This is an optimization exercise on Yosys and OpenROAD, whose aim is small area, not a production implementation. In this exercise RTL edits were held to simulation tests only and were not proved equivalent to the original.

## flow/design.v (module list and top-level ports; edited modules follow where they fit)
// module cordic_cia: 39 lines
// module cordic_sx: 32 lines
// module cordic_tsh: 23 lines
// module cordic: 925 lines
module cordic (
	input clk,
	input rst,
	input in_valid,
	input signed [31:0] angle,
	output reg out_valid,
	output signed [31:0] cosine,
	output signed [31:0] sine,
	output signed [31:0] finalAngle
);
  // ...
==> flow/run.sh <==
#!/bin/bash
# synth_recipe.tcl (not shown) runs the flow's synth.tcl, then flattens the netlist and writes it again
# the make line also repeats each setting of config.mk as NAME=value (left out here)
make -C /OpenROAD-flow-scripts/flow DESIGN_CONFIG=/design/flow/config.mk WORK_HOME=/design/flow/orfs CLKGATE_MAP_FILE= SYNTH_SCRIPT=/design/flow/synth_recipe.tcl finish
==> flow/config.mk <==
export PLATFORM = sky130hd
export DESIGN_NAME = cordic
export DESIGN_NICKNAME = cordic
export VERILOG_FILES = /design/flow/design.v
export SDC_FILE = /design/flow/constraint.sdc
export NUM_CORES = 4
export LEC_CHECK = 0
export CAP_MARGIN = 20
export CORE_MARGIN = 2
export CORE_UTILIZATION = 40
export CTS_BUF_LIST = sky130_fd_sc_hd__clkbuf_16
export CTS_CLUSTER_DIAMETER = 150
export CTS_CLUSTER_SIZE = 25
export SLEW_MARGIN = 20
==> flow/constraint.sdc <==
create_clock -name core_clock -period 15.0 [get_ports {clk}]
set_input_delay 3.0000 -clock core_clock [delete_from_list [all_inputs] [get_ports {clk}]]
set_output_delay 3.0000 -clock core_clock [all_outputs]
set_load 0.01 [all_outputs]
==> flow_summary.ini, run 1 <==
[cells_and_area]
buf_share_pct = 3.24
nNonClkInverters = 900
fillers = 19000
multiInputGateArea_um2 = 53800
postLayoutCellArea_um2 = 86700
layout_common_cells = dfxtp_1 (1,074), xnor2_1 (995), inv_1 (893), xor2_1 (706), fa_1 (698)

[sta]
setup_viol = 0
max_freq_mhz = 70.3
relSlewSlack_pct = 28.8
tns_ns = 0

[yosys]
async_reset_ff_share_pct = 0
netlist.area_leader.share_pct = 27.5
synthTopCellsByArea = dfxtp_1 (28%), fa_1 (18%), xnor2_1 (11%)
syn_avg_cell_area_um2 = 9.26
syn_area_um2 = 79700

[worst_setup_path]
crit_path_top_delay_cell = and2_1
crit_start = XH_s11[1]$_DFF_P_

[clock_tree]
clock_latency_ns = 0.72
clk_transition_reported_paths_ns = 0.10

[min_path]
min_path_type = reg -> reg

[place]
numPortBuffers = 129
hpwl_um = 152000

[floorplanning]
fp.coreArea_um2 = 198000
num_rows = 163

[run_status]
status = no timing/DRC/antenna violations

[grt]
top_usage_layer = met2

[drt]
route.met2.wl_um = 91400
==> run 2: changes to the inputs <==
--- a/flow/design.v
+++ b/flow/design.v
@@ -535,101 +535,101 @@
 wire [0:0] nd8 = ~d8_s4;
 wire [28:0] x9;
 wire [28:0] y9;
 cordic_sx #(29, 20, 6) ux8 (.a(x8), .b({1'b0, y8[27:8]} ^ {21{nd8}}), .sgn(y8[28] ^ nd8), .cin(nd8), .s(x9));
 cordic_sx #(29, 20, 6) uy8 (.a(y8), .b({1'b0, x8[27:8]} ^ {21{d8_s4}}), .sgn(x8[28] ^ d8_s4), .cin(d8_s4), .s(y9));
 wire [0:0] nd9 = ~d9_s5;
 wire [28:0] x10;
 wire [28:0] y10;
-cordic_sx #(29, 19, 6) ux9 (.a(x9_s5), .b({1'b0, y9_s5[27:9]} ^ {20{nd9}}), .sgn(y9_s5[28] ^ nd9), .cin(nd9), .s(x10));
-cordic_sx #(29, 19, 6) uy9 (.a(y9_s5), .b({1'b0, x9_s5[27:9]} ^ {20{d9_s5}}), .sgn(x9_s5[28] ^ d9_s5), .cin(d9_s5), .s(y10));
+cordic_sx #(29, 19, 5) ux9 (.a(x9_s5), .b({1'b0, y9_s5[27:9]} ^ {20{nd9}}), .sgn(y9_s5[28] ^ nd9), .cin(nd9), .s(x10));
+cordic_sx #(29, 19, 5) uy9 (.a(y9_s5), .b({1'b0, x9_s5[27:9]} ^ {20{d9_s5}}), .sgn(x9_s5[28] ^ d9_s5), .cin(d9_s5), .s(y10));
 wire [0:0] nd10 = ~d10_s5;
 wire [28:0] x11;
 wire [28:0] y11;
-cordic_sx #(29, 18, 6) ux10 (.a(x10), .b({1'b0, y10[27:10]} ^ {19{nd10}}), .sgn(y10[28] ^ nd10), .cin(nd10), .s(x11));
-cordic_sx #(29, 18, 6) uy10 (.a(y10), .b({1'b0, x10[27:10]} ^ {19{d10_s5}}), .sgn(x10[28] ^ d10_s5), .cin(d10_s5), .s(y11));
+cordic_sx #(29, 18, 5) ux10 (.a(x10), .b({1'b0, y10[27:10]} ^ {19{nd10}}), .sgn(y10[28] ^ nd10), .cin(nd10), .s(x11));
+cordic_sx #(29, 18, 5) uy10 (.a(y10), .b({1'b0, x10[27:10]} ^ {19{d10_s5}}), .sgn(x10[28] ^ d10_s5), .cin(d10_s5), .s(y11));
 wire [0:0] nd11 = ~d11_s5;
 wire [28:0] x12;
 wire [28:0] y12;
-cordic_sx #(29, 17, 6) ux11 (.a(x11), .b({1'b0, y11[27:11]} ^ {18{nd11}}), .sgn(y11[28] ^ nd11), .cin(nd11), .s(x12));
-cordic_sx #(29, 17, 6) uy11 (.a(y11), .b({1'b0, x11[27:11]} ^ {18{d11_s5}}), .sgn(x11[28] ^ d11_s5), .cin(d11_s5), .s(y12));
+cordic_sx #(29, 17, 5) ux11 (.a(x11), .b({1'b0, y11[27:11]} ^ {18{nd11}}), .sgn(y11[28] ^ nd11), .cin(nd11), .s(x12));
+cordic_sx #(29, 17, 5) uy11 (.a(y11), .b({1'b0, x11[27:11]} ^ {18{d11_s5}}), .sgn(x11[28] ^ d11_s5), .cin(d11_s5), .s(y12));
 wire [0:0] nd12 = ~d12_s6;
 wire [29:0] x13;
 wire [29:0] y13;
-cordic_sx #(30, 16, 6) ux12 (.a({x12_s6[28], x12_s6}), .b({1'b0, y12_s6[27:12]} ^ {17{nd12}}), .sgn(y12_s6[28] ^ nd12), .cin(nd12), .s(x13));
-cordic_sx #(30, 16, 6) uy12 (.a({y12_s6[28], y12_s6}), .b({1'b0, x12_s6[27:12]} ^ {17{d12_s6}}), .sgn(x12_s6[28] ^ d12_s6), .cin(d12_s6), .s(y13));
+cordic_sx #(30, 16, 4) ux12 (.a({x12_s6[28], x12_s6}), .b({1'b0, y12_s6[27:12]} ^ {17{nd12}}), .sgn(y12_s6[28] ^ nd12), .cin(nd12), .s(x13));
+cordic_sx #(30, 16, 4) uy12 (.a({y12_s6[28], y12_s6}), .b({1'b0, x12_s6[27:12]} ^ {17{d12_s6}}), .sgn(x12_s6[28] ^ d12_s6), .cin(d12_s6), .s(y13));
 wire [0:0] nd13 = ~d13_s6;
 wire [29:0] x14;
 wire [29:0] y14;
-cordic_sx #(30, 16, 6) ux13 (.a(x13), .b({1'b0, y13[28:13]} ^ {17{nd13}}), .sgn(y13[29] ^ nd13), .cin(nd13), .s(x14));
-cordic_sx #(30, 16, 6) uy13 (.a(y13), .b({1'b0, x13[28:13]} ^ {17{d13_s6}}), .sgn(x13[29] ^ d13_s6), .cin(d13_s6), .s(y14));
+cordic_sx #(30, 16, 4) ux13 (.a(x13), .b({1'b0, y13[28:13]} ^ {17{nd13}}), .sgn(y13[29] ^ nd13), .cin(nd13), .s(x14));
+cordic_sx #(30, 16, 4) uy13 (.a(y13), .b({1'b0, x13[28:13]} ^ {17{d13_s6}}), .sgn(x13[29] ^ d13_s6), .cin(d13_s6), .s(y14));
 wire [0:0] nd14 = ~d14_s6;
 wire [29:0] x15;
 wire [29:0] y15;
-cordic_sx #(30, 15, 6) ux14 (.a(x14), .b({1'b0, y14[28:14]} ^ {16{nd14}}), .sgn(y14[29] ^ nd14), .cin(nd14), .s(x15));
-cordic_sx #(30, 15, 6) uy14 (.a(y14), .b({1'b0, x14[28:14]} ^ {16{d14_s6}}), .sgn(x14[29] ^ d14_s6), .cin(d14_s6), .s(y15));
+cordic_sx #(30, 15, 4) ux14 (.a(x14), .b({1'b0, y14[28:14]} ^ {16{nd14}}), .sgn(y14[29] ^ nd14), .cin(nd14), .s(x15));
+cordic_sx #(30, 15, 4) uy14 (.a(y14), .b({1'b0, x14[28:14]} ^ {16{d14_s6}}), .sgn(x14[29] ^ d14_s6), .cin(d14_s6), .s(y15));
 wire [14:0] XH = x15[29:15];
 wire [14:0] YH = y15[29:15];
 wire [16:0] lx15 = {2'b00, x15[14:0]};
 wire [16:0] ly15 = {2'b00, y15[14:0]};
 wire [0:0] nd15 = ~d15_s7;
 wire [14:0] tx15;
 wire [14:0] ty15;
 cordic_tsh #(15, 0) utx15 (.h(XH_s7), .inc(~lx15_s7[16] & lx15_s7[15]), .dec(lx15_s7[16] & lx15_s7[15]), .t(tx15));
 cordic_tsh #(15, 0) uty15 (.h(YH_s7), .inc(~ly15_s7[16] & ly15_s7[15]), .dec(ly15_s7[16] & ly15_s7[15]), .t(ty15));
 wire [16:0] lx16;
 wire [16:0] ly16;
-cordic_sx #(17, 14, 6) ulx15 (.a(lx15_s7), .b({1'b0, ty15[13:0]} ^ {15{nd15}}), .sgn(ty15[14] ^ nd15), .cin(nd15), .s(lx16));
-cordic_sx #(17, 14, 6) uly15 (.a(ly15_s7), .b({1'b0, tx15[13:0]} ^ {15{d15_s7}}), .sgn(tx15[14] ^ d15_s7), .cin(d15_s7), .s(ly16));
+cordic_sx #(17, 14, 5) ulx15 (.a(lx15_s7), .b({1'b0, ty15[13:0]} ^ {15{nd15}}), .sgn(ty15[14] ^ nd15), .cin(nd15), .s(lx16));
+cordic_sx #(17, 14, 5) uly15 (.a(ly15_s7), .b({1'b0, tx15[13:0]} ^ {15{d15_s7}}), .sgn(tx15[14] ^ d15_s7), .cin(d15_s7), .s(ly16));
 wire [0:0] nd16 = ~d16_s7;
 wire [13:0] tx16;
 wire [13:0] ty16;
 cordic_tsh #(15, 1) utx16 (.h(XH_s7), .inc(~lx16[16] & lx16[15]), .dec(lx16[16] & lx16[15]), .t(tx16));
 cordic_tsh #(15, 1) uty16 (.h(YH_s7), .inc(~ly16[16] & ly16[15]), .dec(ly16[16] & ly16[15]), .t(ty16));
 wire [16:0] lx17;
 wire [16:0] ly17;
-cordic_sx #(17, 13, 6) ulx16 (.a(lx16), .b({1'b0, ty16[12:0]} ^ {14{nd16}}), .sgn(ty16[13] ^ nd16), .cin(nd16), .s(lx17));
-cordic_sx #(17, 13, 6) uly16 (.a(ly16), .b({1'b0, tx16[12:0]} ^ {14{d16_s7}}), .sgn(tx16[13] ^ d16_s7), .cin(d16_s7), .s(ly17));
+cordic_sx #(17, 13, 5) ulx16 (.a(lx16), .b({1'b0, ty16[12:0]} ^ {14{nd16}}), .sgn(ty16[13] ^ nd16), .cin(nd16), .s(lx17));
+cordic_sx #(17, 13, 5) uly16 (.a(ly16), .b({1'b0, tx16[12:0]} ^ {14{d16_s7}}), .sgn(tx16[13] ^ d16_s7), .cin(d16_s7), .s(ly17));
 wire [0:0] nd17 = ~d17_s7;
 wire [12:0] tx17;
 wire [12:0] ty17;
 cordic_tsh #(15, 2) utx17 (.h(XH_s7), .inc(~lx17[16] & lx17[15]), .dec(lx17[16] & lx17[15]), .t(tx17));
 cordic_tsh #(15, 2) uty17 (.h(YH_s7), .inc(~ly17[16] & ly17[15]), .dec(ly17[16] & ly17[15]), .t(ty17));
 wire [16:0] lx18;
 wire [16:0] ly18;
-cordic_sx #(17, 12, 6) ulx17 (.a(lx17), .b({1'b0, ty17[11:0]} ^ {13{nd17}}), .sgn(ty17[12] ^ nd17), .cin(nd17), .s(lx18));
-cordic_sx #(17, 12, 6) uly17 (.a(ly17), .b({1'b0, tx17[11:0]} ^ {13{d17_s7}}), .sgn(tx17[12] ^ d17_s7), .cin(d17_s7), .s(ly18));
+cordic_sx #(17, 12, 5) ulx17 (.a(lx17), .b({1'b0, ty17[11:0]} ^ {13{nd17}}), .sgn(ty17[12] ^ nd17), .cin(nd17), .s(lx18));
+cordic_sx #(17, 12, 5) uly17 (.a(ly17), .b({1'b0, tx17[11:0]} ^ {13{d17_s7}}), .sgn(tx17[12] ^ d17_s7), .cin(d17_s7), .s(ly18));
 wire [0:0] nd18 = ~d18_s8;
 wire [11:0] tx18;
 wire [11:0] ty18;
 cordic_tsh #(15, 3) utx18 (.h(XH_s8), .inc(~lx18_s8[16] & lx18_s8[15]), .dec(lx18_s8[16] & lx18_s8[15]), .t(tx18));
 cordic_tsh #(15, 3) uty18 (.h(YH_s8), .inc(~ly18_s8[16] & ly18_s8[15]), .dec(ly18_s8[16] & ly18_s8[15]), .t(ty18));
 wire [16:0] lx19;
 wire [16:0] ly19;
-cordic_sx #(17, 11, 6) ulx18 (.a(lx18_s8), .b({1'b0, ty18[10:0]} ^ {12{nd18}}), .sgn(ty18[11] ^ nd18), .cin(nd18), .s(lx19));
-cordic_sx #(17, 11, 6) uly18 (.a(ly18_s8), .b({1'b0, tx18[10:0]} ^ {12{d18_s8}}), .sgn(tx18[11] ^ d18_s8), .cin(d18_s8), .s(ly19));
+cordic_sx #(17, 11, 5) ulx18 (.a(lx18_s8), .b({1'b0, ty18[10:0]} ^ {12{nd18}}), .sgn(ty18[11] ^ nd18), .cin(nd18), .s(lx19));
+cordic_sx #(17, 11, 5) uly18 (.a(ly18_s8), .b({1'b0, tx18[10:0]} ^ {12{d18_s8}}), .sgn(tx18[11] ^ d18_s8), .cin(d18_s8), .s(ly19));
 wire [0:0] nd19 = ~d19_s8;
 wire [10:0] tx19;
 wire [10:0] ty19;
 cordic_tsh #(15, 4) utx19 (.h(XH_s8), .inc(~lx19[16] & lx19[15]), .dec(lx19[16] & lx19[15]), .t(tx19));
 cordic_tsh #(15, 4) uty19 (.h(YH_s8), .inc(~ly19[16] & ly19[15]), .dec(ly19[16] & ly19[15]), .t(ty19));
 wire [16:0] lx20;
 wire [16:0] ly20;
-cordic_sx #(17, 10, 6) ulx19 (.a(lx19), .b({1'b0, ty19[9:0]} ^ {11{nd19}}), .sgn(ty19[10] ^ nd19), .cin(nd19), .s(lx20));
-cordic_sx #(17, 10, 6) uly19 (.a(ly19), .b({1'b0, tx19[9:0]} ^ {11{d19_s8}}), .sgn(tx19[10] ^ d19_s8), .cin(d19_s8), .s(ly20));
+cordic_sx #(17, 10, 5) ulx19 (.a(lx19), .b({1'b0, ty19[9:0]} ^ {11{nd19}}), .sgn(ty19[10] ^ nd19), .cin(nd19), .s(lx20));
+cordic_sx #(17, 10, 5) uly19 (.a(ly19), .b({1'b0, tx19[9:0]} ^ {11{d19_s8}}), .sgn(tx19[10] ^ d19_s8), .cin(d19_s8), .s(ly20));
 wire [0:0] nd20 = ~d20_s8;
 wire [9:0] tx20;
 wire [9:0] ty20;
 cordic_tsh #(15, 5) utx20 (.h(XH_s8), .inc(~lx20[16] & lx20[15]), .dec(lx20[16] & lx20[15]), .t(tx20));
 cordic_tsh #(15, 5) uty20 (.h(YH_s8), .inc(~ly20[16] & ly20[15]), .dec(ly20[16] & ly20[15]), .t(ty20));
 wire [16:0] lx21;
 wire [16:0] ly21;
-cordic_sx #(17, 9, 6) ulx20 (.a(lx20), .b({1'b0, ty20[8:0]} ^ {10{nd20}}), .sgn(ty20[9] ^ nd20), .cin(nd20), .s(lx21));
-cordic_sx #(17, 9, 6) uly20 (.a(ly20), .b({1'b0, tx20[8:0]} ^ {10{d20_s8}}), .sgn(tx20[9] ^ d20_s8), .cin(d20_s8), .s(ly21));
+cordic_sx #(17, 9, 5) ulx20 (.a(lx20), .b({1'b0, ty20[8:0]} ^ {10{nd20}}), .sgn(ty20[9] ^ nd20), .cin(nd20), .s(lx21));
+cordic_sx #(17, 9, 5) uly20 (.a(ly20), .b({1'b0, tx20[8:0]} ^ {10{d20_s8}}), .sgn(tx20[9] ^ d20_s8), .cin(d20_s8), .s(ly21));
 wire [0:0] nd21 = ~d21_s9;
 wire [8:0] tx21;
 wire [8:0] ty21;
 cordic_tsh #(15, 6) utx21 (.h(XH_s9), .inc(~lx21_s9[16] & lx21_s9[15]), .dec(lx21_s9[16] & lx21_s9[15]), .t(tx21));
 cordic_tsh #(15, 6) uty21 (.h(YH_s9), .inc(~ly21_s9[16] & ly21_s9[15]), .dec(ly21_s9[16] & ly21_s9[15]), .t(ty21));
 wire [16:0] lx22;
 wire [16:0] ly22;
 cordic_sx #(17, 8, 6) ulx21 (.a(lx21_s9), .b({1'b0, ty21[7:0]} ^ {9{nd21}}), .sgn(ty21[8] ^ nd21), .cin(nd21), .s(lx22));
@@ -670,57 +670,57 @@
 cordic_tsh #(9, 7) ukx24 (.h(LXH_s10), .inc(~mx24_s10[9] & mx24_s10[8]), .dec(mx24_s10[9] & mx24_s10[8]), .t(kx24));
 cordic_tsh #(9, 7) uky24 (.h(LYH_s10), .inc(~my24_s10[9] & my24_s10[8]), .dec(my24_s10[9] & my24_s10[8]), .t(ky24));
 wire [5:0] tx24;
 wire [5:0] ty24;
 cordic_tsh #(15, 9) utx24 (.h(XH_s10), .inc(~kx24[1] & kx24[0]), .dec(kx24[1] & kx24[0]), .t(tx24));
 cordic_tsh #(15, 9) uty24 (.h(YH_s10), .inc(~ky24[1] & ky24[0]), .dec(ky24[1] & ky24[0]), .t(ty24));
 wire [9:0] mx25;
 wire [9:0] my25;
-cordic_sx #(10, 5, 6) ulx24 (.a(mx24_s10), .b({1'b0, ty24[4:0]} ^ {6{nd24}}), .sgn(ty24[5] ^ nd24), .cin(nd24), .s(mx25));
-cordic_sx #(10, 5, 6) uly24 (.a(my24_s10), .b({1'b0, tx24[4:0]} ^ {6{d24_s10}}), .sgn(tx24[5] ^ d24_s10), .cin(d24_s10), .s(my25));
+cordic_sx #(10, 5, 4) ulx24 (.a(mx24_s10), .b({1'b0, ty24[4:0]} ^ {6{nd24}}), .sgn(ty24[5] ^ nd24), .cin(nd24), .s(mx25));
+cordic_sx #(10, 5, 4) uly24 (.a(my24_s10), .b({1'b0, tx24[4:0]} ^ {6{d24_s10}}), .sgn(tx24[5] ^ d24_s10), .cin(d24_s10), .s(my25));
 wire [0:0] nd25 = ~d25_s10;
 wire [1:0] kx25;
 wire [1:0] ky25;
 cordic_tsh #(9, 7) ukx25 (.h(LXH_s10), .inc(~mx25[9] & mx25[8]), .dec(mx25[9] & mx25[8]), .t(kx25));
 cordic_tsh #(9, 7) uky25 (.h(LYH_s10), .inc(~my25[9] & my25[8]), .dec(my25[9] & my25[8]), .t(ky25));
 wire [4:0] tx25;
 wire [4:0] ty25;
 cordic_tsh #(15, 10) utx25 (.h(XH_s10), .inc(~kx25[1] & kx25[0]), .dec(kx25[1] & kx25[0]), .t(tx25));
 cordic_tsh #(15, 10) uty25 (.h(YH_s10), .inc(~ky25[1] & ky25[0]), .dec(ky25[1] & ky25[0]), .t(ty25));
 wire [9:0] mx26;
 wire [9:0] my26;
-cordic_sx #(10, 4, 6) ulx25 (.a(mx25), .b({1'b0, ty25[3:0]} ^ {5{nd25}}), .sgn(ty25[4] ^ nd25), .cin(nd25), .s(mx26));
-cordic_sx #(10, 4, 6) uly25 (.a(my25), .b({1'b0, tx25[3:0]} ^ {5{d25_s10}}), .sgn(tx25[4] ^ d25_s10), .cin(d25_s10), .s(my26));
+cordic_sx #(10, 4, 4) ulx25 (.a(mx25), .b({1'b0, ty25[3:0]} ^ {5{nd25}}), .sgn(ty25[4] ^ nd25), .cin(nd25), .s(mx26));
+cordic_sx #(10, 4, 4) uly25 (.a(my25), .b({1'b0, tx25[3:0]} ^ {5{d25_s10}}), .sgn(tx25[4] ^ d25_s10), .cin(d25_s10), .s(my26));
 wire [0:0] nd26 = ~d26_s10;
 wire [1:0] kx26;
 wire [1:0] ky26;
 cordic_tsh #(9, 7) ukx26 (.h(LXH_s10), .inc(~mx26[9] & mx26[8]), .dec(mx26[9] & mx26[8]), .t(kx26));
 cordic_tsh #(9, 7) uky26 (.h(LYH_s10), .inc(~my26[9] & my26[8]), .dec(my26[9] & my26[8]), .t(ky26));
 wire [3:0] tx26;
 wire [3:0] ty26;
 cordic_tsh #(15, 11) utx26 (.h(XH_s10), .inc(~kx26[1] & kx26[0]), .dec(kx26[1] & kx26[0]), .t(tx26));
 cordic_tsh #(15, 11) uty26 (.h(YH_s10), .inc(~ky26[1] & ky26[0]), .dec(ky26[1] & ky26[0]), .t(ty26));
 wire [9:0] mx27;
 wire [9:0] my27;
-cordic_sx #(10, 3, 6) ulx26 (.a(mx26), .b({1'b0, ty26[2:0]} ^ {4{nd26}}), .sgn(ty26[3] ^ nd26), .cin(nd26), .s(mx27));
-cordic_sx #(10, 3, 6) uly26 (.a(my26), .b({1'b0, tx26[2:0]} ^ {4{d26_s10}}), .sgn(tx26[3] ^ d26_s10), .cin(d26_s10), .s(my27));
+cordic_sx #(10, 3, 4) ulx26 (.a(mx26), .b({1'b0, ty26[2:0]} ^ {4{nd26}}), .sgn(ty26[3] ^ nd26), .cin(nd26), .s(mx27));
+cordic_sx #(10, 3, 4) uly26 (.a(my26), .b({1'b0, tx26[2:0]} ^ {4{d26_s10}}), .sgn(tx26[3] ^ d26_s10), .cin(d26_s10), .s(my27));
 wire [0:0] nd27 = ~d27_s10;
 wire [1:0] kx27;
 wire [1:0] ky27;
 cordic_tsh #(9, 7) ukx27 (.h(LXH_s10), .inc(~mx27[9] & mx27[8]), .dec(mx27[9] & mx27[8]), .t(kx27));
 cordic_tsh #(9, 7) uky27 (.h(LYH_s10), .inc(~my27[9] & my27[8]), .dec(my27[9] & my27[8]), .t(ky27));
 wire [2:0] tx27;
 wire [2:0] ty27;
 cordic_tsh #(15, 12) utx27 (.h(XH_s10), .inc(~kx27[1] & kx27[0]), .dec(kx27[1] & kx27[0]), .t(tx27));
 cordic_tsh #(15, 12) uty27 (.h(YH_s10), .inc(~ky27[1] & ky27[0]), .dec(ky27[1] & ky27[0]), .t(ty27));
 wire [9:0] mx28;
 wire [9:0] my28;
-cordic_sx #(10, 2, 6) ulx27 (.a(mx27), .b({1'b0, ty27[1:0]} ^ {3{nd27}}), .sgn(ty27[2] ^ nd27), .cin(nd27), .s(mx28));
-cordic_sx #(10, 2, 6) uly27 (.a(my27), .b({1'b0, tx27[1:0]} ^ {3{d27_s10}}), .sgn(tx27[2] ^ d27_s10), .cin(d27_s10), .s(my28));
+cordic_sx #(10, 2, 4) ulx27 (.a(mx27), .b({1'b0, ty27[1:0]} ^ {3{nd27}}), .sgn(ty27[2] ^ nd27), .cin(nd27), .s(mx28));
+cordic_sx #(10, 2, 4) uly27 (.a(my27), .b({1'b0, tx27[1:0]} ^ {3{d27_s10}}), .sgn(tx27[2] ^ d27_s10), .cin(d27_s10), .s(my28));
 wire [0:0] nd28 = ~d28_s11;
 wire [1:0] kx28;
 wire [1:0] ky28;
 cordic_tsh #(9, 7) ukx28 (.h(LXH_s11), .inc(~mx28_s11[9] & mx28_s11[8]), .dec(mx28_s11[9] & mx28_s11[8]), .t(kx28));
 cordic_tsh #(9, 7) uky28 (.h(LYH_s11), .inc(~my28_s11[9] & my28_s11[8]), .dec(my28_s11[9] & my28_s11[8]), .t(ky28));
 wire [1:0] tx28;
 wire [1:0] ty28;
 cordic_tsh #(15, 13) utx28 (.h(XH_s11), .inc(~kx28[1] & kx28[0]), .dec(kx28[1] & kx28[0]), .t(tx28));
==> run 2 against run 1 <==
Register-to-register slack worse by 0.04 ns. Flip-flop and latch count unchanged. Count of clock-buffer cells in the layout decreased by 1. Critical path depth up 51. Via count decreased by 1.7%. Still clean on timing, DRC and antenna. Synthesized cell count is 0.30% lower. Non-clock buffer count decreased by 101. Sequential share of layout area grew 0.29 points. Global-route usage shrank 0.85 points. Wire length is 5.2% lower. Clock skew increased by 0.011 ns.
==> flow_summary.ini, run 2 <==
[run_status]
status = no timing/DRC/antenna violations

[worst_setup_path]
critPathLaunchType = register
crit_path_top_delay_cell = or4_4
path_common_cell = fa_2
criticalPathCategory = reg -> reg
arrival_ns = 14.86
endpoint_kind = register
worstPathMaxFanout = 6
worstPathRequired_ns = 15.60
cpPeakStageDelay_ns = 0.54

[floorplanning]
die_area_um2 = 203000
die_x_um = 451
fp.coreArea_um2 = 199000
chipHeight_um = 451
io_pins = 132
initial_core_util_pct = 40.1
num_rows = 164

[sta]
relSlewSlack_pct = 28.9
max_freq_mhz = 70.1
finalMaxSlewViolations = 0
tns_ns = 0
period_needed_ns = 14.26
worst_pin_slew_ns = 1.07
layout_worst_path_cycle_share_pct = 95.1
rsz0062_at_grt = yes
finalClockSkew_ns = 0.0631
setup_viol = 0
final-hold-violation-count = 0

[min_path]
min_path_type = reg -> reg

[clock_tree]
clk_transition_reported_paths_ns = 0.11
cts.sinks = 1096
clock_latency_ns = 0.72
cts_buffers = 50
cts_root_buf = clkbuf_16
h-tree-depth = 2
cts_tree = done
clk_path_buf_depth = 3

[grt]
grt_pass1_wl_um = 288000
grt.overflow.total = 0
grt_max_degree = 52
grt_pass1_vias = 56000
antenna_found_initial = 1
grt_usage_pct = 17.0

[drt]
viasPerCell = 4.98
detail-route-antenna-nets = 0
wire_per_inst_um = 15.6
vias = 55800
dr.pass1.iters = 6
post-route-drc-count = 0
initialDrtViolationCount = 2935
detail_route.wirelength_um = 175000

[yosys]
synth-adder-area-share_pct = 22.7
yosys_warnings = 1
synth_most_common_cell = dfxtp_1
synth_compound_gate_area_share_pct = 8.27
synth_seq_area_share_pct = 27.5
synthFlopType = dfxtp_1
synth_edf_count = 0
synth-simple-area-share_pct = 14.0
yosys.area_share.xor_xnor_pct = 19.3
netlist.area_leader.share_pct = 27.5
yosysUniqueCellTypes = 103
synthTopCellsByArea = dfxtp_1 (27%), fa_1 (17%), xnor2_1 (11%)
synth.net_count = 9648
synth_common_cells = dfxtp_1 (1,096), xnor2_1 (1,016), inv_1 (903), xor2_1 (739), fa_1 (688)
synth_seq_cells = 1096
syn_area_um2 = 79900
syn_avg_cell_area_um2 = 9.32
async_reset_ff_share_pct = 0
synth_top_cell_by_area = dfxtp_1
synth_top_family_by_area = adder cells
muxShareOfSynthArea_pct = 2.35
syn_inst = 8576

[cells_and_area]
final_common_cell = dfxtp_1
fillers = 19300
syn_to_final_growth_pct = 7.24
nets = 9608
layout_common_cells = dfxtp_1 (1,078), xnor2_1 (1,006), inv_1 (903), xor2_1 (735), fa_1 (680)
final_layout_size_suffix_gt1_share_pct = 4.40

[run]
max_cap_viol_count = 0

[place]
hpwl_um = 145000
numPortBuffers = 129
gp_congestion = 0.867
[run 2: cell count changes in the layout (fill, tap and decap cells not counted), moves of 12 or more]
| cell | change |
|---|---|
| buf_4 | -99 |
| nor2_1 | -46 |
| ha_1 | +30 |
| nand2_1 | -29 |
| xor2_1 | +29 |
| o221ai_1 | +25 |
| nand3_1 | -23 |
| fa_1 | -18 |
| or3_1 | -16 |
| o31ai_1 | +15 |
| nand2b_1 | -14 |
| a31oi_1 | -13 |
| xnor2_2 | -12 |
[run 2: per-layer routing]
metal | share of wire, % | GRT usage (%) | up-vias | routed length (um)
li1 | - | - | 27800 | -
met1 | 43 | 21.1 | 26800 | 75900
met2 | 51 | 31.5 | 878 | 89700
met3 | 2.7 | 1.34 | 219 | 4710
met4 | 2.7 | 4.64 | 0 | 4650
met5 | 0 | 0 | - | 0
[run 2: kinds of logic after synthesis]
family | after synthesis
buf+inv | 1228
fa+ha+maj | 1037
flops | 1096
xor+xnor | 1759
other cells | 1
simple gates | 2238
compound gates | 1038
mux | 179
[run 2: what timing repair did]
| item | 4_1_cts | 5_1_grt |
|---|---|---|
| hold buffers | 0 | 0 |
| setup endpoints to repair | 0 | 33 |
| setup buffers | 0 | 11 |
| gates resized for setup | 0 | 82 |
[run 2: path summary, 6_finish.rpt]
check	startpoint	end	slack, ns	cells after the start
setup reg to reg	LXH_s10[3]$_DFF_P_	mx28_s11[9]$_DFF_P_	0.74	78
setup / recovery	LXH_s10[3]$_DFF_P_	mx28_s11[9]$_DFF_P_	0.74	78
hold / removal	d18_s7$_DFF_P_	d18_s8$_DFF_P_	0.29	0
hold reg to reg	d18_s7$_DFF_P_	d18_s8$_DFF_P_	0.29	0
[run 2: area by class of cell]
| type | instances | area [um2] | area share [%] |
|---|---|---|---|
| diodes | 1 | 2.50 | 0.00292 |
| clock buffers | 50 | 1250 | 1.46 |
| clock inverters | 6 | 97.6 | 0.114 |
| inverters | 907 | 3400 | 3.97 |
| multi-input cells | 6252 | 53600 | 62.6 |
| flip-flops and latches | 1096 | 22000 | 25.6 |
| well taps | 2656 | 3320 | 3.88 |
| repair buffers | 229 | 2040 | 2.38 |
[run 2: stage by stage]
step           area [um2]  hold slack (ns)  setup WS [ns]  utilization (%)  std cells
6_report            85700            0.290          0.739             43.0      11200
5_1_grt             85700            0.306         -0.228             43.0      11200
4_1_cts             85300            0.288          0.174             42.8      11200
3_5_place_dp        83900            0.312          0.268             42.1      11100
3_3_place_gp        83900            0.310          0.332             42.1      11100
2_1_floorplan       79900            0.310          0.854                -       8576
[run 2: critical path: cells and delay by family (launching register included)]
| family | cells | cell delay, ns |
|---|---|---|
| adders and majority gates | 14 | 3.93 |
| and+or+nand+nor | 31 | 5.18 |
| muxes | 6 | 1.15 |
| DFF | 1 | 0.34 |
| buffers and inverters | 7 | 0.60 |
| AOI/OAI and AO/OA | 10 | 1.02 |
| xor gates and xnor gates | 10 | 1.97 |

## separate check: timing with driven ports
The results above use ideal ports. As a check the final layouts listed here were re-extracted and re-timed, cells and wires unchanged. Step 1 (the two cells are an assumption about what drives the block):
set clk [get_ports {clk}]
set_driving_cell -lib_cell sky130_fd_sc_hd__clkbuf_16 $clk
set_driving_cell -lib_cell sky130_fd_sc_hd__buf_2 [delete_from_list [all_inputs] $clk]
Step 2 times the ports against the registers' clock, not the clock port: input delays grow and output delays shrink by t, the midpoint of the rising clock arrivals with the driver on. a / b / c = ideal ports / drivers / drivers and shift; a / b = the first two.
run | t (ns) | slack for setup (ns) | worst setup path at the end
run 1 | 0.777 | 0.769 / 0.687 / 0.779 | register to register
run 2 | 0.762 | 0.739 / 0.739 / 0.739 | register to register
After both steps every run listed still meets setup and hold.
